Background: an optimization exercise with open tools, aiming at small area and a short achievable clock period. Do not read the settings as production practice. Function was checked by simulation only, so behaviour that the tests miss may differ from the original.

**design/flow/design.v**
```verilog
`timescale 1ns / 1ps
module gf2_8_add(
        input wire [7:0]    A   ,   
        input wire [7:0]    B   ,   
        output wire[7:0]    S       
    );
    assign S = A ^ B;
endmodule
`timescale 1ns / 1ps
module gf2_8_mul(
        input wire [7:0]    A   ,   
        input wire [7:0]    B   ,   
        output wire[7:0]    P       
    );
    wire [14:0]  t_reg       ;   
    assign t_reg[0]  = (A[0] & B[0]); 
    assign t_reg[1]  = (A[0] & B[1]) ^ (A[1] & B[0]);
    assign t_reg[2]  = (A[0] & B[2]) ^ (A[1] & B[1]) ^ (A[2] & B[0]);
    assign t_reg[3]  = (A[0] & B[3]) ^ (A[1] & B[2]) ^ (A[2] & B[1]) ^ (A[3] & B[0]);
    assign t_reg[4]  = (A[0] & B[4]) ^ (A[1] & B[3]) ^ (A[2] & B[2]) ^ (A[3] & B[1]) ^ (A[4] & B[0]);
    assign t_reg[5]  = (A[0] & B[5]) ^ (A[1] & B[4]) ^ (A[2] & B[3]) ^ (A[3] & B[2]) ^ (A[4] & B[1]) ^ (A[5] & B[0]); 
    assign t_reg[6]  = (A[0] & B[6]) ^ (A[1] & B[5]) ^ (A[2] & B[4]) ^ (A[3] & B[3]) ^ (A[4] & B[2]) ^ (A[5] & B[1]) ^ (A[6] & B[0]);
    assign t_reg[7]  = (A[0] & B[7]) ^ (A[1] & B[6]) ^ (A[2] & B[5]) ^ (A[3] & B[4]) ^ (A[4] & B[3]) ^ (A[5] & B[2]) ^ (A[6] & B[1]) ^ (A[7] & B[0]);
    assign t_reg[8]  = (A[1] & B[7]) ^ (A[2] & B[6]) ^ (A[3] & B[5]) ^ (A[4] & B[4]) ^ (A[5] & B[3]) ^ (A[6] & B[2]) ^ (A[7] & B[1]);
    assign t_reg[9]  = (A[2] & B[7]) ^ (A[3] & B[6]) ^ (A[4] & B[5]) ^ (A[5] & B[4]) ^ (A[6] & B[3]) ^ (A[7] & B[2]);
    assign t_reg[10] = (A[3] & B[7]) ^ (A[4] & B[6]) ^ (A[5] & B[5]) ^ (A[6] & B[4]) ^ (A[7] & B[3]);
    assign t_reg[11] = (A[4] & B[7]) ^ (A[5] & B[6]) ^ (A[6] & B[5]) ^ (A[7] & B[4]);
    assign t_reg[12] = (A[5] & B[7]) ^ (A[6] & B[6]) ^ (A[7] & B[5]);
    assign t_reg[13] = (A[6] & B[7]) ^ (A[7] & B[6]);
    assign t_reg[14] = (A[7] & B[7]);
    assign P[0] = t_reg[0] ^ t_reg[8]  ^ t_reg[12] ^ t_reg[13] ^ t_reg[14];
    assign P[1] = t_reg[1] ^ t_reg[9]  ^ t_reg[13] ^ t_reg[14]            ;
    assign P[2] = t_reg[2] ^ t_reg[8]  ^ t_reg[10] ^ t_reg[12] ^ t_reg[13];
    assign P[3] = t_reg[3] ^ t_reg[8]  ^ t_reg[9]  ^ t_reg[11] ^ t_reg[12];
    assign P[4] = t_reg[4] ^ t_reg[8]  ^ t_reg[9]  ^ t_reg[10] ^ t_reg[14];
    assign P[5] = t_reg[5] ^ t_reg[9]  ^ t_reg[10] ^ t_reg[11]            ;
    assign P[6] = t_reg[6] ^ t_reg[10] ^ t_reg[11] ^ t_reg[12]            ;
    assign P[7] = t_reg[7] ^ t_reg[11] ^ t_reg[12] ^ t_reg[13]            ;
endmodule
`timescale 1ns / 1ps
module reg_8bit(
        input   wire        clk     ,
        input   wire        rst_n   ,
        input   wire [7:0]  d_in    ,   
        output  reg  [7:0]  q_out       
    );
    always @ (posedge clk or negedge rst_n) begin
        if(rst_n == 1'b0) begin
            q_out <= 8'b0;
        end else begin
            q_out <= d_in;
        end
    end
endmodule
`timescale 1ns / 1ps
module reed_solomon_decoder(
        input wire          clk         ,  
        input wire          rst_n       ,  
        input wire  [7:0]   data_in     ,  
        output wire [7:0]   encode_out     
    );
    wire [7:0] feedback     ;
    wire [7:0] g  [31:0]    ;
    wire [7:0] s  [31:0]    ;
    wire [7:0] r_q [31:0]   ;
    reg [7:0] cnt          ;
    parameter ALPHA_18  =   8'h2d,
              ALPHA_251 =   8'hd8,
              ALPHA_215 =   8'hef,
              ALPHA_28  =   8'h18,
              ALPHA_80  =   8'hfd,
              ALPHA_107 =   8'h68,
              ALPHA_248 =   8'h1b,
              ALPHA_53  =   8'h28,
              ALPHA_84  =   8'h6b,
              ALPHA_194 =   8'h32,
              ALPHA_91  =   8'ha3,
              ALPHA_59  =   8'hd2,
              ALPHA_176 =   8'he3,
              ALPHA_99  =   8'h86,
              ALPHA_203 =   8'he0,
              ALPHA_137 =   8'h9e,
              ALPHA_43  =   8'h77,
              ALPHA_104 =   8'h0d,
              ALPHA_0   =   8'h01,
              ALPHA_44  =   8'hee,
              ALPHA_149 =   8'ha4,
              ALPHA_148 =   8'h52,
              ALPHA_218 =   8'h2b,
              ALPHA_75  =   8'h0f,
              ALPHA_11  =   8'he8,
              ALPHA_173 =   8'hf6,
              ALPHA_254 =   8'h8e,
              ALPHA_109 =   8'hbd,
              ALPHA_8   =   8'h1d;
    always @ (posedge clk or negedge rst_n) begin
        if(rst_n == 1'b0) begin
            cnt <= 8'b0;
        end else if(cnt == 8'd254) begin
            cnt <= 8'b0;
        end else begin
            cnt <= cnt + 8'd1;
        end
    end
    gf2_8_mul gf2_8_mul_0(
        .A   (feedback),  
        .B   (ALPHA_18),  
        .P   (g[0])   
    );
    gf2_8_mul gf2_8_mul_1(
        .A   (feedback),  
        .B   (ALPHA_251),  
        .P   (g[1])   
    );
    gf2_8_mul gf2_8_mul_2(
        .A   (feedback),  
        .B   (ALPHA_215),  
        .P   (g[2])   
    );
    gf2_8_mul gf2_8_mul_3(
        .A   (feedback),  
        .B   (ALPHA_28),  
        .P   (g[3])   
    );
    gf2_8_mul gf2_8_mul_4(
        .A   (feedback),  
        .B   (ALPHA_80),  
        .P   (g[4])   
    );
    gf2_8_mul gf2_8_mul_5(
        .A   (feedback),  
        .B   (ALPHA_107),  
        .P   (g[5])   
    );
    gf2_8_mul gf2_8_mul_6(
        .A   (feedback),  
        .B   (ALPHA_248),  
        .P   (g[6])   
    );
    gf2_8_mul gf2_8_mul_7(
        .A   (feedback),  
        .B   (ALPHA_53),  
        .P   (g[7])   
    );
    gf2_8_mul gf2_8_mul_8(
        .A   (feedback),  
        .B   (ALPHA_84),  
        .P   (g[8])   
    );
    gf2_8_mul gf2_8_mul_9(
        .A   (feedback),  
        .B   (ALPHA_194),  
        .P   (g[9])   
    );
    gf2_8_mul gf2_8_mul_10(
        .A   (feedback),  
        .B   (ALPHA_91),  
        .P   (g[10])   
    );
    gf2_8_mul gf2_8_mul_11(
        .A   (feedback),  
        .B   (ALPHA_59),  
        .P   (g[11])   
    );
    gf2_8_mul gf2_8_mul_12(
        .A   (feedback),  
        .B   (ALPHA_176),  
        .P   (g[12])   
    );
    gf2_8_mul gf2_8_mul_13(
        .A   (feedback),  
        .B   (ALPHA_99),  
        .P   (g[13])   
    );
    gf2_8_mul gf2_8_mul_14(
        .A   (feedback),  
        .B   (ALPHA_203),  
        .P   (g[14])   
    );
    gf2_8_mul gf2_8_mul_15(
        .A   (feedback),  
        .B   (ALPHA_137),  
        .P   (g[15])   
    );
    gf2_8_mul gf2_8_mul_16(
        .A   (feedback),  
        .B   (ALPHA_43),  
        .P   (g[16])   
    );
    gf2_8_mul gf2_8_mul_17(
        .A   (feedback),  
        .B   (ALPHA_104),  
        .P   (g[17])   
    );
    gf2_8_mul gf2_8_mul_18(
        .A   (feedback),  
        .B   (ALPHA_137),  
        .P   (g[18])   
    );
    gf2_8_mul gf2_8_mul_19(
        .A   (feedback),  
        .B   (ALPHA_0),  
        .P   (g[19])   
    );
    gf2_8_mul gf2_8_mul_20(
        .A   (feedback),  
        .B   (ALPHA_44),  
        .P   (g[20])   
    );
    gf2_8_mul gf2_8_mul_21(
        .A   (feedback),  
        .B   (ALPHA_149),  
        .P   (g[21])   
    );
    gf2_8_mul gf2_8_mul_22(
        .A   (feedback),  
        .B   (ALPHA_148),  
        .P   (g[22])   
    );
    gf2_8_mul gf2_8_mul_23(
        .A   (feedback),  
        .B   (ALPHA_218),  
        .P   (g[23])   
    );
    gf2_8_mul gf2_8_mul_24(
        .A   (feedback),  
        .B   (ALPHA_75),  
        .P   (g[24])   
    );
    gf2_8_mul gf2_8_mul_25(
        .A   (feedback),  
        .B   (ALPHA_11),  
        .P   (g[25])   
    );
    gf2_8_mul gf2_8_mul_26(
        .A   (feedback),  
        .B   (ALPHA_173),  
        .P   (g[26])   
    );
    gf2_8_mul gf2_8_mul_27(
        .A   (feedback),  
        .B   (ALPHA_254),  
        .P   (g[27])   
    );
    gf2_8_mul gf2_8_mul_28(
        .A   (feedback),  
        .B   (ALPHA_194),  
        .P   (g[28])   
    );
    gf2_8_mul gf2_8_mul_29(
        .A   (feedback),  
        .B   (ALPHA_109),  
        .P   (g[29])   
    );
    gf2_8_mul gf2_8_mul_30(
        .A   (feedback),  
        .B   (ALPHA_8),  
        .P   (g[30])   
    );
    gf2_8_mul gf2_8_mul_31(
        .A   (feedback),  
        .B   (ALPHA_11),  
        .P   (g[31])   
    );
    genvar i;
    generate
        for(i=0;i<=30;i=i+1) begin: adder_inst
            gf2_8_add gf2_8_add_inst_i(
                .A   (g[i+1]),   
                .B   (r_q[i]),   
                .S   (s[i])      
            );
        end
    endgenerate
    gf2_8_add gf2_8_add_feedback_gen(
        .A   (r_q[31]),   
        .B   (data_in),   
        .S   (s[31]  )    
    );
    reg_8bit r0(
        .clk     (clk),
        .rst_n   (rst_n),
        .d_in    (g[0]),   
        .q_out   (r_q[0])  
    );
    generate
        for(i=1;i<=31;i=i+1) begin: reg_inst
            reg_8bit regi_inst(
                .clk     (clk),
                .rst_n   (rst_n),
                .d_in    (s[i-1]),   
                .q_out   (r_q[i])    
            );
        end
    endgenerate  
    assign feedback = (cnt <= 222)? s[31] : 8'b0;
    assign encode_out = (cnt <= 222)? data_in: r_q[31];
endmodule
`timescale 1ns / 1ps
module reed_solomon_top(
        input wire          clk     ,
        input wire          rst_n   ,
        input wire [7:0]    data_in ,
        output wire[7:0]    code_out
    );
    reed_solomon_decoder reed_solomon_decoder_inst(
        .clk         (clk       ),  
        .rst_n       (rst_n     ),  
        .data_in     (data_in   ),  
        .encode_out  (code_out  )   
    );
endmodule
```
**design/flow/run.sh**
```bash
#!/bin/bash
# synth_recipe.tcl (not shown) runs the flow's synth.tcl, then flattens the netlist and writes it again
# the make line also repeats each setting of config.mk as NAME=value (left out here)
make -C /OpenROAD-flow-scripts/flow DESIGN_CONFIG=/design/flow/config.mk WORK_HOME=/design/flow/orfs CLKGATE_MAP_FILE= SYNTH_SCRIPT=/design/flow/synth_recipe.tcl finish
```
**design/flow/config.mk**
```make
export PLATFORM = sky130hd
export DESIGN_NAME = reed_solomon_top
export DESIGN_NICKNAME = reed_solomon_top
export VERILOG_FILES = /design/flow/design.v
export SDC_FILE = /design/flow/constraint.sdc
export NUM_CORES = 4
export LEC_CHECK = 0
export CAP_MARGIN = 20
export CORE_MARGIN = 2
export CORE_UTILIZATION = 40
export SLEW_MARGIN = 20
```
**design/flow/constraint.sdc**
```tcl
create_clock -name core_clock -period 4.0 [get_ports {clk}]
set_input_delay 0.8000 -clock core_clock [delete_from_list [all_inputs] [get_ports {clk}]]
set_output_delay 0.8000 -clock core_clock [all_outputs]
set_load 0.01 [all_outputs]
```
==> summary.md <==
| Metric | Value |
|---|---|
| Fillers | 2,613 |
| # clock sinks | 264 |
| Final Cycle Share | 93.6% |
| Initial core utilization | 40.3% |
| Crit Path Max Fanout | 32 |
| Via density | 4.57 |
| Netlist cell types | 26 |
| Max cap viols | 0 |
| Status | finished clean |
| Clock skew | 0.0143 ns |
| Seq/Total Area, Yosys | 57.4% |
| TritonCTS clock tree | done |
| Nets@finish | 977 |
| Tmin final | 3.74 ns |
| Io pins | 18 |
| Die width | 174 um |
| Crit Path Class | flop to primary output |
| Global route overflow | 0 |
| H-tree depth | 1 |
| Fmax achieved | 267 MHz |
| Cts bufs inserted | 28 |
| Syn Inst Count | 893 |
| Die area | 0.0302 sq mm |
| Cts hold-fix bufs | 0 |
| Final setup viols | 0 |
| Row Count | 62 |
| Initial antenna violation count | 0 |
| Max transition margin | 37.1% |
| Drt pass-1 iters | 4 |
| Total Routed Length | 28,300 um |
| Yosys warnings | 2 |
| RSZ-0062 raised after global routing | false |
| Vias | 6,265 |
| Vias in the first global route | 6,605 |
| Final GP Congestion | 0.840 |
| Worst Setup End Kind | primary output |
| Placed cell area | 0.0126 sq mm |
| Synth Register Bits | 264 |
| Met3 WL post-DR | 1420 um |
| Core Util, Final | 47.4% |
| Cell area after layout | 0.0135 sq mm |
| Fin. max-slew vios | 0 |
| Post-cts repair resize count | 0 |
| Hold WC Path Type | input pin to async pin |
| Drc violations | 0 |
| Diodes inserted | 0 |
| Post-DP HPWL | 19,900 um |
| Routed Antenna Nets | 0 |
| Arrival time at the worst endpoint | 2.94 ns |
| Register clock-pin slew on the reported worst setup and hold paths | 0.06 ns |
| Pin count of the biggest net entering global routing | 110 |
| Total GRT Usage | 19.3% |
| Setup TNS | 0 ns |
| Root buf cell | clkbuf_16 |
| Syn avg cell area | 12.9 sq um |
| Metal2 WL | 12,700 um |
| Setup bufs post-CTS | 0 |
| DR top layer | met4 |
| First-pass GRT wire length | 42,900 um |
| Synth-to-layout area growth | 17.5% |
| Mapped Nets | 905 |
| CP Data Required Time | 3.20 ns |
| CP startpoint kind | flop |
| Layout cell share with drive strength beyond 1 | 13.3% |
| Per-cell routed wire length | 20.7 um |
| Worst-margin pin slew | 0.937 ns |
| PortBufs | 17 |
| Core Area | 0.0285 sq mm |
| Clock Path Buffers | 3 |
| Hold Vio Cnt, Final | 0 |
| Initial DRC Count | 469 |
| Mapped cell area | 0.0115 sq mm |
| Clock Latency Late Sink | 0.55 ns |
| Die height | 174 um |
| Metal-1 WL | 13,300 um |
[worst max-delay path, cell delays in order, from the launching register on]
cell             delay (ns)
dfrtp_1                0.46
inv_1                  0.07
ha_1                   0.22
and4b_1                0.26
a32o_4                 0.49
mux2_2                 0.39
clkdlybuf4s50_1        0.48
[placed cells by master (no fill, tap or decap), drive strengths merged, types with 2 or more instances in the layout]
cell type      instances
buf                   56
bufinv                 2
clkbuf                45
clkdlybuf4s50         16
clkinv                 3
dfrtp                264
ha                     2
mux2                   8
nand2                  2
nand2b                 4
nand3                  6
nor2                 135
or2                    4
xnor2                210
xnor3                 11
xor2                 208
[state kept, by name, indices dropped and copies added (netlist names)]
name / flops
reed_solomon_decoder_inst.reg_inst.regi_inst.q_out: 248
reed_solomon_decoder_inst.cnt: 8
reed_solomon_decoder_inst.r0.q_out: 8
[final timing paths]
| kind | from | endpoint | slack [ns] | cells after the start |
|---|---|---|---|---|
| setup / recovery | reed_solomon_decoder_inst.cnt[0]$_DFF_PN0_ | code_out[0] | 0.26 | 6 |
| hold / removal | rst_n | async pin | 0.18 | 1 |
| setup reg to reg | reed_solomon_decoder_inst.cnt[0]$_DFF_PN0_ | flop | 0.73 | 9 |
| hold reg to reg | flop | flop | 0.42 | 1 |
| max in group asynchronous | rst_n | async pin | 2.87 | 2 |
| min in group core_clock | flop | flop | 0.42 | 1 |
[metal layers]
layer,GRT usage (%),vias to the layer above
met5,0,-
met4,5.46,0
met3,3.31,45
met2,29.6,176
met1,28.3,3171
li1,-,2873
[cell usage after synthesis]
master    number  area, sq um
dfrtp_1      264         6610
xnor2_1      205         1800
xor2_1       204         1790
nor2_1       135          507
clkbuf_1      24         90.1
xnor3_1       11          248
mux2_2         8         90.1
nand3_1        6         30.0
xnor2_2        5         81.3
buf_2          4         20.0
nand2b_1       4         25.0
or2_2          4         25.0
xor2_2         3         48.8
buf_1          2         7.51
ha_1           2         25.0
nand2_1        2         7.51
a21oi_1        1         5.00
a32o_1         1         10.0
and3_1         1         6.26
and4b_1        1         10.0
inv_1          1         3.75
mux2i_4        1         22.5
o21ai_0        1         5.00
o31ai_1        1         7.51
xor2_4         1         27.5
xor3_1         1         23.8
[kinds of logic (layout without fill, tap and decap cells)]
group / after synthesis / count (layout) / share of synthesized area, %
DFF: 264 / 264 / 57.4
xor gates and xnor gates: 430 / 430 / 34.8
and+or+nand+nor: 153 / 153 / 5.30
AOI/OAI and AO/OA: 4 / 4 / 0.239
adders and majority gates: 2 / 2 / 0.217
buffers and inverters: 31 / 124 / 1.05
muxes: 9 / 9 / 0.978
[per-stage QoR]
step | worst slack, ns | std cells | hold WS, ns
after detailed placement | 0.396 | 1319 | 0.425
after floorplan | 0.707 | 893 | 0.420
after CTS | 0.193 | 1370 | 0.209
after global placement | 0.395 | 1319 | 0.420
after global routing | 0.131 | 1370 | 0.219
final | 0.255 | 1370 | 0.182
[area by class of cell]
type                    instances  area [sq um]  share of cell area, %
repair buffers                 72           626                   4.62
multi-input cells             598          4850                   35.8
inverters                       1          3.75                 0.0277
flip-flops and latches        264          6610                   48.8
clock inverters                 6          93.8                  0.693
clock buffers                  45           875                   6.46
well taps                     384           480                   3.55

[static timing again, ports no longer ideal]
No port has a modelled driver above. Below, the same layout with a new extraction and two added sets of constraints.
Step 1, drivers: a clkbuf_16 drives clk and a buf_2 each remaining input, both assumed.
Step 2 also shifts input and output timing later by t, the mid clock arrival at the registers, as if the neighbouring blocks saw the same clock.
Three values: no drivers, after step 1, after step 2; two values: the first two.
t (ns): 0.593
setup WS [ns]: 0.255 / 0.207 / 0.354
worst slew at a driven data input, ns: 0.05
After both steps this run still meets setup and hold. The setup slack of this run moves by -0.048 ns with the drivers and by +0.099 ns with both steps.
